Background: an optimization exercise with open tools, aiming at small area, a short achievable clock period and few clock cycles. Do not read the settings as production practice.
In this exercise RTL edits were held to simulation tests only and were not proved equivalent to the original.

<file path="design/flow/design.v">
module fp4_mul(
    input [3:0] a,
    input [3:0] b,
    output [3:0] out
);
    wire sign_a = a[3], sign_b = b[3];
    wire [1:0] exp_a = a[2:1], exp_b = b[2:1];
    wire mant_a = a[0], mant_b = b[0];
    wire sign_out = sign_a ^ sign_b;
    wire a_zero = (exp_a == 2'b00 && mant_a == 1'b0);
    wire b_zero = (exp_b == 2'b00 && mant_b == 1'b0);
    wire [2:0] exp_sum = {1'b0, exp_a} + {1'b0, exp_b};
    wire signed [3:0] exp_temp = $signed({1'b0, exp_sum}) - 4'sd1;
    wire hidden_a = (exp_a != 2'b00);
    wire hidden_b = (exp_b != 2'b00);
    wire [2:0] sig_a = {1'b0, hidden_a, mant_a};
    wire [2:0] sig_b = {1'b0, hidden_b, mant_b};
    wire [4:0] prod = sig_a * sig_b;
    wire need_norm = (prod >= 5'd8);
    wire [4:0] prod_norm = (need_norm) ? (prod >> 1) : prod;
    wire signed [3:0] exp_norm = (need_norm) ? (exp_temp + 1) : exp_temp;
    wire mant_out = (exp_norm == 0) ? prod_norm[1] : (prod_norm >= 5'd5);
    reg [3:0] output_reg;
    always @(*) begin
        if(a_zero || b_zero || exp_norm<0) begin
            output_reg = 4'b0000;
        end
        else if(exp_norm > 2'b11 || exp_norm == 2'b11 && mant_out) begin
            output_reg = {sign_out, 2'b11, 1'b1};
        end
        else begin
            output_reg = {sign_out, exp_norm[1:0], mant_out};
        end
    end
    assign out = output_reg;
endmodule
module fp4_cmul (
    input [3:0] a,
    input [3:0] b,
    input [3:0] c,
    input [3:0] d,
    output [3:0] out_real,
    output [3:0] out_imag
);
    wire [3:0] ac, bd, ad, bc;
    fp4_mul m1(.a(a), .b(c), .out(ac));
    fp4_mul m2(.a(b), .b(d), .out(bd));
    fp4_mul m3(.a(a), .b(d), .out(ad));
    fp4_mul m4(.a(b), .b(c), .out(bc));
    wire [3:0] res_real;
    wire [3:0] res_imag;
    fp4_add_sub s1(.a(ac), .b(bd), .sub(1'b1), .out(res_real));
    fp4_add_sub a1(.a(ad), .b(bc), .sub(1'b0), .out(res_imag));
    assign out_real = res_real;
    assign out_imag = res_imag;
endmodule
module fp4_add_sub(
    input [3:0] a,
    input [3:0] b,
    input sub,  
    output [3:0] out
);
    wire sign_a = a[3];
    wire [1:0] exp_a = a[2:1];
    wire mant_a = a[0];
    wire sign_b = b[3];
    wire [1:0] exp_b = b[2:1];
    wire mant_b = b[0];
    wire sign_b_eff = sub ? ~sign_b : sign_b;
    wire a_larger = (exp_a > exp_b) || 
                    ((exp_a == exp_b) && (mant_a >= mant_b));
    wire sign_l = a_larger ? sign_a : sign_b_eff;
    wire [1:0] exp_l = a_larger ? exp_a : exp_b;
    wire mant_l = a_larger ? mant_a : mant_b;
    wire sign_s = a_larger ? sign_b_eff : sign_a;
    wire [1:0] exp_s = a_larger ? exp_b : exp_a;
    wire mant_s = a_larger ? mant_b : mant_a;
    wire [1:0] exp_diff = exp_l - exp_s;
    wire hidden_l = (exp_l != 2'b00);   
    wire hidden_s = (exp_s != 2'b00);
    wire [2:0] sig_l = {1'b0, hidden_l, mant_l};
    wire [2:0] sig_s_unaligned = {1'b0, hidden_s, mant_s};
    wire [2:0] sig_s = (exp_diff == 2'd0) ? sig_s_unaligned :
                       (exp_diff == 2'd1) ? {1'b0, sig_s_unaligned[2:1]} :
                       (exp_diff == 2'd2) ? {2'b00, sig_s_unaligned[2]} :
                       3'b000;
    wire do_sub = (sign_l != sign_s);
    wire [3:0] sig_result_raw = do_sub ? 
                                (sig_l - sig_s) : 
                                (sig_l + sig_s);
    reg [1:0] exp_norm;
    reg [2:0] sig_norm;
    reg sign_out;
    always @(*) begin
        sign_out = sign_l;
        if (sig_result_raw[3]) begin
            sig_norm = {1'b0, sig_result_raw[3:2]};   
            exp_norm = exp_l + 2'd2;                   
        end
        else if (sig_result_raw[2]) begin
            sig_norm = {1'b0, sig_result_raw[2:1]};   
            exp_norm = exp_l + 2'd1;                   
        end
        else if (sig_result_raw[1]) begin
            sig_norm = {1'b0, sig_result_raw[1:0]};   
            if (exp_l == 2'b00) begin
                exp_norm = 2'b01;   
            end else begin
                exp_norm = exp_l;   
            end
        end
        else if (sig_result_raw[0]) begin
            if (exp_l == 2'b01) begin
                sig_norm = {1'b0, sig_result_raw[1:0]};   
                exp_norm = 2'b00;                          
            end else begin
                sig_norm = {sig_result_raw[0], 2'b00};    
                exp_norm = exp_l - 2'd1;
            end
        end
        else begin
            sig_norm = 3'b000;
            exp_norm = 2'b00;
            sign_out = 1'b0;   
        end
    end
    wire mant_out = sig_norm[0];
    reg [3:0] result;
    always @(*) begin
        if (sig_norm == 3'b000) begin
            result = 4'b0000;
        end
        else if (exp_norm[1] && exp_norm[0] && mant_out) begin
            result = {sign_out, 2'b11, 1'b1};
        end
        else if (exp_norm == 2'b00) begin
            result = 4'b0000;
        end
        else begin
            result = {sign_out, exp_norm, mant_out};
        end
    end
    assign out = result;
endmodule
module fp4_complex_add_sub(
    input [7:0] a,
    input [7:0] b,
    input sub,  
    output [7:0] out
);
    wire [3:0] a_real = a[7:4];
    wire [3:0] a_imag = a[3:0];
    wire [3:0] b_real = b[7:4];
    wire [3:0] b_imag = b[3:0];
    wire [3:0] out_real;
    wire [3:0] out_imag;
    fp4_add_sub adder_real (
        .a(a_real),
        .b(b_real),
        .sub(sub),
        .out(out_real)
    );
    fp4_add_sub adder_imag (
        .a(a_imag),
        .b(b_imag),
        .sub(sub),
        .out(out_imag)
    );
    assign out = {out_real, out_imag};
endmodule
module fp4_butterfly(
    input [7:0] A,
    input [7:0] B,
    input [7:0] W,
    output [7:0] X,
    output [7:0] Y
);
    wire [7:0] wb_product;
    fp4_cmul complex_mult_inst(
        .a(B[7:4]),  
        .b(B[3:0]),  
        .c(W[7:4]),  
        .d(W[3:0]),  
        .out_real(wb_product[7:4]),
        .out_imag(wb_product[3:0])
    );
    fp4_complex_add_sub add_inst(
        .a(A),
        .b(wb_product),
        .sub(1'b0),
        .out(X)
    );
    fp4_complex_add_sub sub_inst(
        .a(A),
        .b(wb_product),
        .sub(1'b1),
        .out(Y)
    );
endmodule
module twiddle_factor (
    input [2:0] idx,
    output reg [7:0] twiddle_out
);
    always @(*) begin
        case (idx)
            3'd0: twiddle_out = 8'b00100000;  
            3'd1: twiddle_out = 8'b00101001;  
            3'd2: twiddle_out = 8'b00011001;  
            3'd3: twiddle_out = 8'b00011010;  
            3'd4: twiddle_out = 8'b00000010;  
            3'd5: twiddle_out = 8'b00011010;  
            3'd6: twiddle_out = 8'b00011001;  
            default: twiddle_out = 8'b00101001;  
        endcase
    end
endmodule
module sdf_stage #(
    parameter D = 8
)(
    input wire clk,
    input wire en,
    input wire phase,
    input wire [7:0] W,
    input wire [7:0] s_in,
    output wire [7:0] s_out
);
    reg [8*D-1:0] dl;  
    wire [7:0] A = dl[8*D-1 -: 8];
    wire [7:0] X, Y;
    fp4_butterfly bf (
        .A(A),
        .B(s_in),
        .W(W),
        .X(X),
        .Y(Y)
    );
    generate
        if (D == 1) begin : g1
            always @(posedge clk)
                if (en) dl <= phase ? Y : s_in;
        end else begin : gn
            always @(posedge clk)
                if (en) dl <= {dl[8*(D-1)-1:0], phase ? Y : s_in};
        end
    endgenerate
    assign s_out = phase ? X : A;
endmodule
module fp4_fft #(
    parameter MAX_N = 32,
    parameter ADDR_WIDTH = $clog2(MAX_N)
)(
    input wire clk,
    input wire rst,
    input wire start,
    input wire [ADDR_WIDTH-1:0] N,  
    output reg done,
    output reg error,
    input wire [7:0] data_in,  
    input wire data_in_valid,  
    output reg [7:0] data_out,  
    output reg data_out_valid,  
    output reg fft_ready  
);
    reg n16, n8;
    always @(posedge clk) begin
        n16 <= (N == 5'd16);
        n8 <= (N == 5'd8);
    end
    wire [3:0] mask = n16 ? 4'hf : n8 ? 4'h7 : 4'h3;
    reg in_frame;  
    reg [3:0] c;  
    reg [1:0] fv;  
    wire start_now = data_in_valid & ~in_frame & fft_ready;
    wire adv = in_frame ? data_in_valid : 1'b1;
    wire [3:0] cur = start_now ? 4'd0 : c;
    wire last = in_frame & data_in_valid & ((c & mask) == mask);
    wire wrap = adv & ((cur & mask) == mask);
    wire in_frame_n = start_now | (in_frame & ~last);
    wire [3:0] c_n = adv ? cur + 4'd1 : c;
    wire [3:0] r = n16 ? 4'd12 : n8 ? 4'd5 : 4'd2;
    wire [3:0] cm = c & mask;
    wire out_v = (cm >= r) ? fv[0] : fv[1];
    always @(posedge clk or negedge rst) begin
        if (!rst) begin
            in_frame <= 1'b0;
            c <= 4'd0;
            fv <= 2'b00;
            fft_ready <= 1'b1;
            done <= 1'b0;
            error <= 1'b0;
            data_out_valid <= 1'b0;
        end else begin
            in_frame <= in_frame_n;
            c <= c_n;
            fft_ready <= ~in_frame_n & ((c_n & mask) == 4'd0);
            done <= last;
            error <= start & ((N == 5'd0) | ((N & (N - 5'd1)) != 5'd0));
            data_out_valid <= adv & out_v;
            if (adv) begin
                if (wrap)
                    fv <= {fv[0], in_frame};
                else if (cm == r - 4'd1)
                    fv[1] <= 1'b0;  
            end
        end
    end
    reg [7:0] in_reg, o8, o4, o2;
    wire [7:0] s8, s4, s2, s1;
    wire [3:0] l0 = c - 4'd1;
    wire [3:0] l1 = n16 ? c - 4'd10 : c - 4'd1;
    wire [3:0] l2 = n16 ? c - 4'd15 : n8 ? c - 4'd6 : c - 4'd1;
    wire [3:0] l3 = n16 ? c - 4'd2 : n8 ? c - 4'd9 : c - 4'd4;
    wire [3:0] l4 = n16 ? c - 4'd3 : n8 ? c - 4'd10 : c - 4'd5;
    wire [3:0] l5 = c - 4'd10;
    wire [2:0] k4 = n16 ? {l1[3], 2'b00} : 3'd0;
    wire [2:0] k2 = n16 ? {l2[2], l2[3], 1'b0} : n8 ? {l2[2], 2'b00} : 3'd0;
    wire [2:0] k1 = n16 ? {l3[1], l3[2], l3[3]} : n8 ? {l3[1], l3[2], 1'b0} : {l3[1], 2'b00};
    wire [7:0] w4, w2, w1;
    twiddle_factor tw4 (.idx(k4), .twiddle_out(w4));
    twiddle_factor tw2 (.idx(k2), .twiddle_out(w2));
    twiddle_factor tw1 (.idx(k1), .twiddle_out(w1));
    sdf_stage #(.D(8)) st8 (.clk(clk), .en(adv), .phase(l0[3]), .W(8'b00100000),
                            .s_in(in_reg), .s_out(s8));
    sdf_stage #(.D(4)) st4 (.clk(clk), .en(adv), .phase(l1[2]), .W(w4),
                            .s_in(n16 ? o8 : in_reg), .s_out(s4));
    sdf_stage #(.D(2)) st2 (.clk(clk), .en(adv), .phase(l2[1]), .W(w2),
                            .s_in(n16 | n8 ? o4 : in_reg), .s_out(s2));
    sdf_stage #(.D(1)) st1 (.clk(clk), .en(adv), .phase(l3[0]), .W(w1),
                            .s_in(o2), .s_out(s1));
    reg [55:0] rv1;
    reg [15:0] rv2;
    wire [7:0] tap1 = n16 ? rv1[55:48] : n8 ? rv1[23:16] : rv1[7:0];
    wire hi4 = n16 ? l4[3] : n8 ? l4[2] : l4[1];
    wire cond1 = hi4 & ~l4[0];
    wire [7:0] q1 = cond1 ? s1 : tap1;
    wire cond2 = l5[2] & ~l5[1];
    wire [7:0] q2 = cond2 ? q1 : rv2[15:8];
    wire [7:0] q = n16 ? q2 : q1;
    always @(posedge clk) begin
        if (adv) begin
            in_reg <= data_in;
            o8 <= s8;
            o4 <= s4;
            o2 <= s2;
            rv1 <= {rv1[47:0], cond1 ? tap1 : s1};
            rv2 <= {rv2[7:0], cond2 ? rv2[15:8] : q1};
            data_out <= q;
        end
    end
endmodule
</file>
<file path="design/flow/run.sh">
#!/bin/bash
# synth_recipe.tcl (not shown) runs the flow's synth.tcl, then flattens the netlist and writes it again
# the make line also repeats each setting of config.mk as NAME=value (left out here)
make -C /OpenROAD-flow-scripts/flow DESIGN_CONFIG=/design/flow/config.mk WORK_HOME=/design/flow/orfs CLKGATE_MAP_FILE= SYNTH_SCRIPT=/design/flow/synth_recipe.tcl finish
</file>
<file path="design/flow/config.mk">
export PLATFORM = sky130hd
export DESIGN_NAME = fp4_fft
export DESIGN_NICKNAME = fp4_fft
export VERILOG_FILES = /design/flow/design.v
export SDC_FILE = /design/flow/constraint.sdc
export NUM_CORES = 4
export LEC_CHECK = 0
export CAP_MARGIN = 20
export CORE_MARGIN = 2
export CORE_UTILIZATION = 40
export SLEW_MARGIN = 20
</file>
<file path="design/flow/constraint.sdc">
create_clock -name core_clock -period 20.0 [get_ports {clk}]
set_input_delay 4.0000 -clock core_clock [delete_from_list [all_inputs] [get_ports {clk}]]
set_output_delay 4.0000 -clock core_clock [all_outputs]
set_load 0.01 [all_outputs]
</file>
==> results.cfg <==
[run_status]
status = finished clean

[timing]
report.final.hold_viol_count = 0
fmax_mhz = 79.0
fin_tns_setup_ps = 0
slew_headroom = 0.338
layout_min_cycle_time_ps = 12650
setup_viol = 0
setup_ws_ps = 7350
slew_violations = 0
rsz0062_at_grt = no
worst_clock_skew_ps = 78.7
finalCritPeriodShare = 0.633
worst_pin_slew_ps = 993

[critical_path]
rr_endpoint = o2[0]
start_kind = register
slowest_stage = dfxtp_2
path_class = reg2reg
worstSetupStartpoint = n16
slowest_delay_ps = 790
worst_r2r_path_depth = 51
timing.reg2reg.setup_slack_ps = 7350
crit_end = o2[0]
arrival_ps = 12960
r2r_start = n16
end_kind = register
worstPathMaxFanout = 38
critPathRequiredTime_ps = 20310

[synth]
synth_nets = 2734
synthArstFlopShare = 0.0449
synth.avg_cell_area_um2 = 9.05
synth-warning-count = 8
synthAdderAreaFrac = 0.140
synth_area_um2 = 22500
synth_edf_count = 232
seq_area_frac_synth = 0.324
synth_xor_area_frac = 0.0222
synth.mux.area_fraction = 0.0662
synth-simple-area-share = 0.185
ys.flop_type = edfxtp_1
synth_cells = 2483
synth_top_family_by_area = compound AO/OA/AOI/OAI gates
synth_seq_cells = 245
synthDistinctLibCells = 120
synth_compound_area_frac = 0.212

[clocking]
insertion_delay_ps = 630
cts.sinks = 245
ctsResizeCount = 0
cts_hold_buf = 0
cts_max_level = 1
clock-root-buffer = clkbuf_16
clk_pin_slew_worst_paths_ps = 60
cts_buffer_depth = 3
numCtsBuffers = 30
postCtsSetupBuffers = 0
cts_tree = built

[grt]
antenna_found_initial = 0
grt_start_max_net_pins = 85
gr-usage-all-layers = 0.188
grt_pass1_wl_mm = 89.6
overflow = 0
grt_pass1_vias = 17700

[routing]
drc = 0
routedWlPerCell_um = 17.0
postRouteAntennaNets = 0
viasPerCell = 5.65
drt-pass1-iter-count = 5
wirelength_mm = 55.3
drt_iter0_markers = 1187
num_vias = 18400

[place]
gp_routability_congestion = 0.884
place_ws_ps = 7480
dpl.hpwl_mm = 41.5
dp_cells = 3207
io_buffers = 28

[floorplan]
io_pins = 29
fp.coreArea_um2 = 55300
die_area_um2 = 58100
rows = 86
fp.dieW_um = 241
initial_core_util = 0.406
die_h_um = 241

[layout]
largest-register = st8.dl
top_regs = st8.dl: 64 flops, rv1: 56 flops, st4.dl: 32 flops
largest_reg_flops = 64
fillers = 5373
area_delta_synth_final_pct = 8.97
seqCellArea_um2 = 7280
fin_util = 0.443
layout.nets = 2742
antennaDiodeCount = 0
drive_gt1_frac = 0.0752
final_cells = 3262
multi_input_area_um2 = 14000

[worst_hold_path]
hold_class = reg2reg
min_from = rv1[38]

[flow_run]
max-cap-violations = 0
==> cell usage after synthesis (10+ instances only) <==
library cell    n  area [um^2]
or2_2          20          125
or3_1          14         87.6
o21ai_0       173          866
o31ai_1        25          188
and2_1         21          131
nand3b_1       15          113
inv_1         207          777
o21ai_1        11         55.1
nand3_1        50          250
mux2_2         29          327
o211ai_1       24          180
nor2b_1        55          344
a211o_1        10         87.6
a22o_1         16          140
o21a_1         16          120
a311oi_1       10         87.6
fa_1           28          561
nor4_1         10         62.6
nor3_1         59          295
a21o_1         25          188
a211oi_1       19          143
nand2_1       216          811
nor2_1        242          908
dfrtp_1        10          250
nand2b_1       54          338
a21boi_0       10         75.1
a31oi_1        27          169
xnor2_1        21          184
a21oi_1       152          761
edfxtp_1      232         6970
clkbuf_1       47          176
nor3b_1        24          180
and3_1         18          113
ha_1          206         2580
o21bai_1       10         75.1
o22ai_1        30          188
mux2i_1       102         1020
==> kinds of logic after synthesis <==
family,Yosys count
AND/OR/NAND/NOR,841
AO/OA/AOI/OAI,700
buffers and inverters,282
flip-flops,245
adder cells (fa/ha/maj),234
multiplexers,141
XOR/XNOR,39
other,1
==> routing by layer <==
metal / share of wire / global-route usage
met2: 0.48 / 0.324
met1: 0.44 / 0.241
met3: 0.044 / 0.0216
met5: 0 / 0
met4: 0.036 / 0.0700
==> cell type report <==
class / instances / area share
clock buffers: 33 / 0.0311
clock inverters: 22 / 0.00941
inverters: 212 / 0.0329
multi-input cells: 1956 / 0.574
flip-flops and latches: 245 / 0.298
well taps: 748 / 0.0382
repair buffers: 46 / 0.0170
==> through the flow <==
step                      hold WS, ps  instance area, um^2
after floorplan                   400                22500
after global placement            401                23500
after detailed placement          405                23500
after CTS                         413                24500
after global routing              416                24500
final                             407                24500
==> placed cells by master, fill, tap and decap left out, types with 16 or more instances in the layout <==
| cell type | Yosys | final |
|---|---|---|
| nor2_1 | 242 | 242 |
| edfxtp_1 | 232 | 232 |
| nand2_1 | 216 | 216 |
| inv_1 | 207 | 206 |
| ha_1 | 206 | 206 |
| o21ai_0 | 173 | 171 |
| a21oi_1 | 152 | 152 |
| mux2i_1 | 102 | 102 |
| nor3_1 | 59 | 59 |
| nor2b_1 | 55 | 55 |
| nand2b_1 | 54 | 54 |
| nand3_1 | 50 | 50 |
| o22ai_1 | 30 | 30 |
| clkbuf_16 | 0 | 30 |
| mux2_2 | 29 | 29 |
| fa_1 | 28 | 28 |
| clkdlybuf4s50_1 | 0 | 28 |
| a31oi_1 | 27 | 27 |
| o31ai_1 | 25 | 25 |
| a21o_1 | 25 | 25 |
| nor3b_1 | 24 | 24 |
| o211ai_1 | 24 | 24 |
| and2_1 | 21 | 21 |
| xnor2_1 | 21 | 21 |
| or2_2 | 20 | 20 |
| a211oi_1 | 19 | 19 |
| and3_1 | 18 | 18 |
| buf_4 | 1 | 18 |
| o21a_1 | 16 | 16 |
| a22o_1 | 16 | 16 |
==> how the worst min path moves through the flow <==
stage                            end  cells past startpoint
after detailed placement     rv1[39]                      0
after global routing         rv1[46]                      0
after CTS                    rv1[46]                      0
final                        rv1[46]                      0
after global placement    st4.dl[19]                      0
after floorplan              rv1[16]                      0
==> worst max-delay path: cells and delay by family, from the launching register on <==
kind	cells	cell delay, ps
simple gates	17	3110
mux	2	460
buf+inv	7	1170
flops	1	790
xor+xnor	1	180
fa+ha+maj	8	2690
compound gates	16	3940
Testbench counts, summed over its fixed seeds: cycles 5,352.

static timing again, ports no longer ideal:
In the flow no input, the clock included, has a driving cell. The finished layout below was timed again as built, in two steps. Step 1 (the two cells are an assumption about what drives the block):
set clk [get_ports {clk}]
set_driving_cell -lib_cell sky130_fd_sc_hd__clkbuf_16 $clk
set_driving_cell -lib_cell sky130_fd_sc_hd__buf_2 [delete_from_list [all_inputs] $clk]
Step 2 also shifts input and output timing later by t, the mid clock arrival at the registers, as if the neighbouring blocks saw the same clock. Slacks: no drivers / after step 1 / after step 2; pairs: no drivers / after step 1.
t (ns): 0.645
slack for setup (ns): 7.347 / 7.347 / 7.347
cell pins on the clock port's net: 1
After both steps setup and hold are still met in this run. The setup slack of this run moves by 0.000 ns with the drivers and by 0.000 ns with both steps.
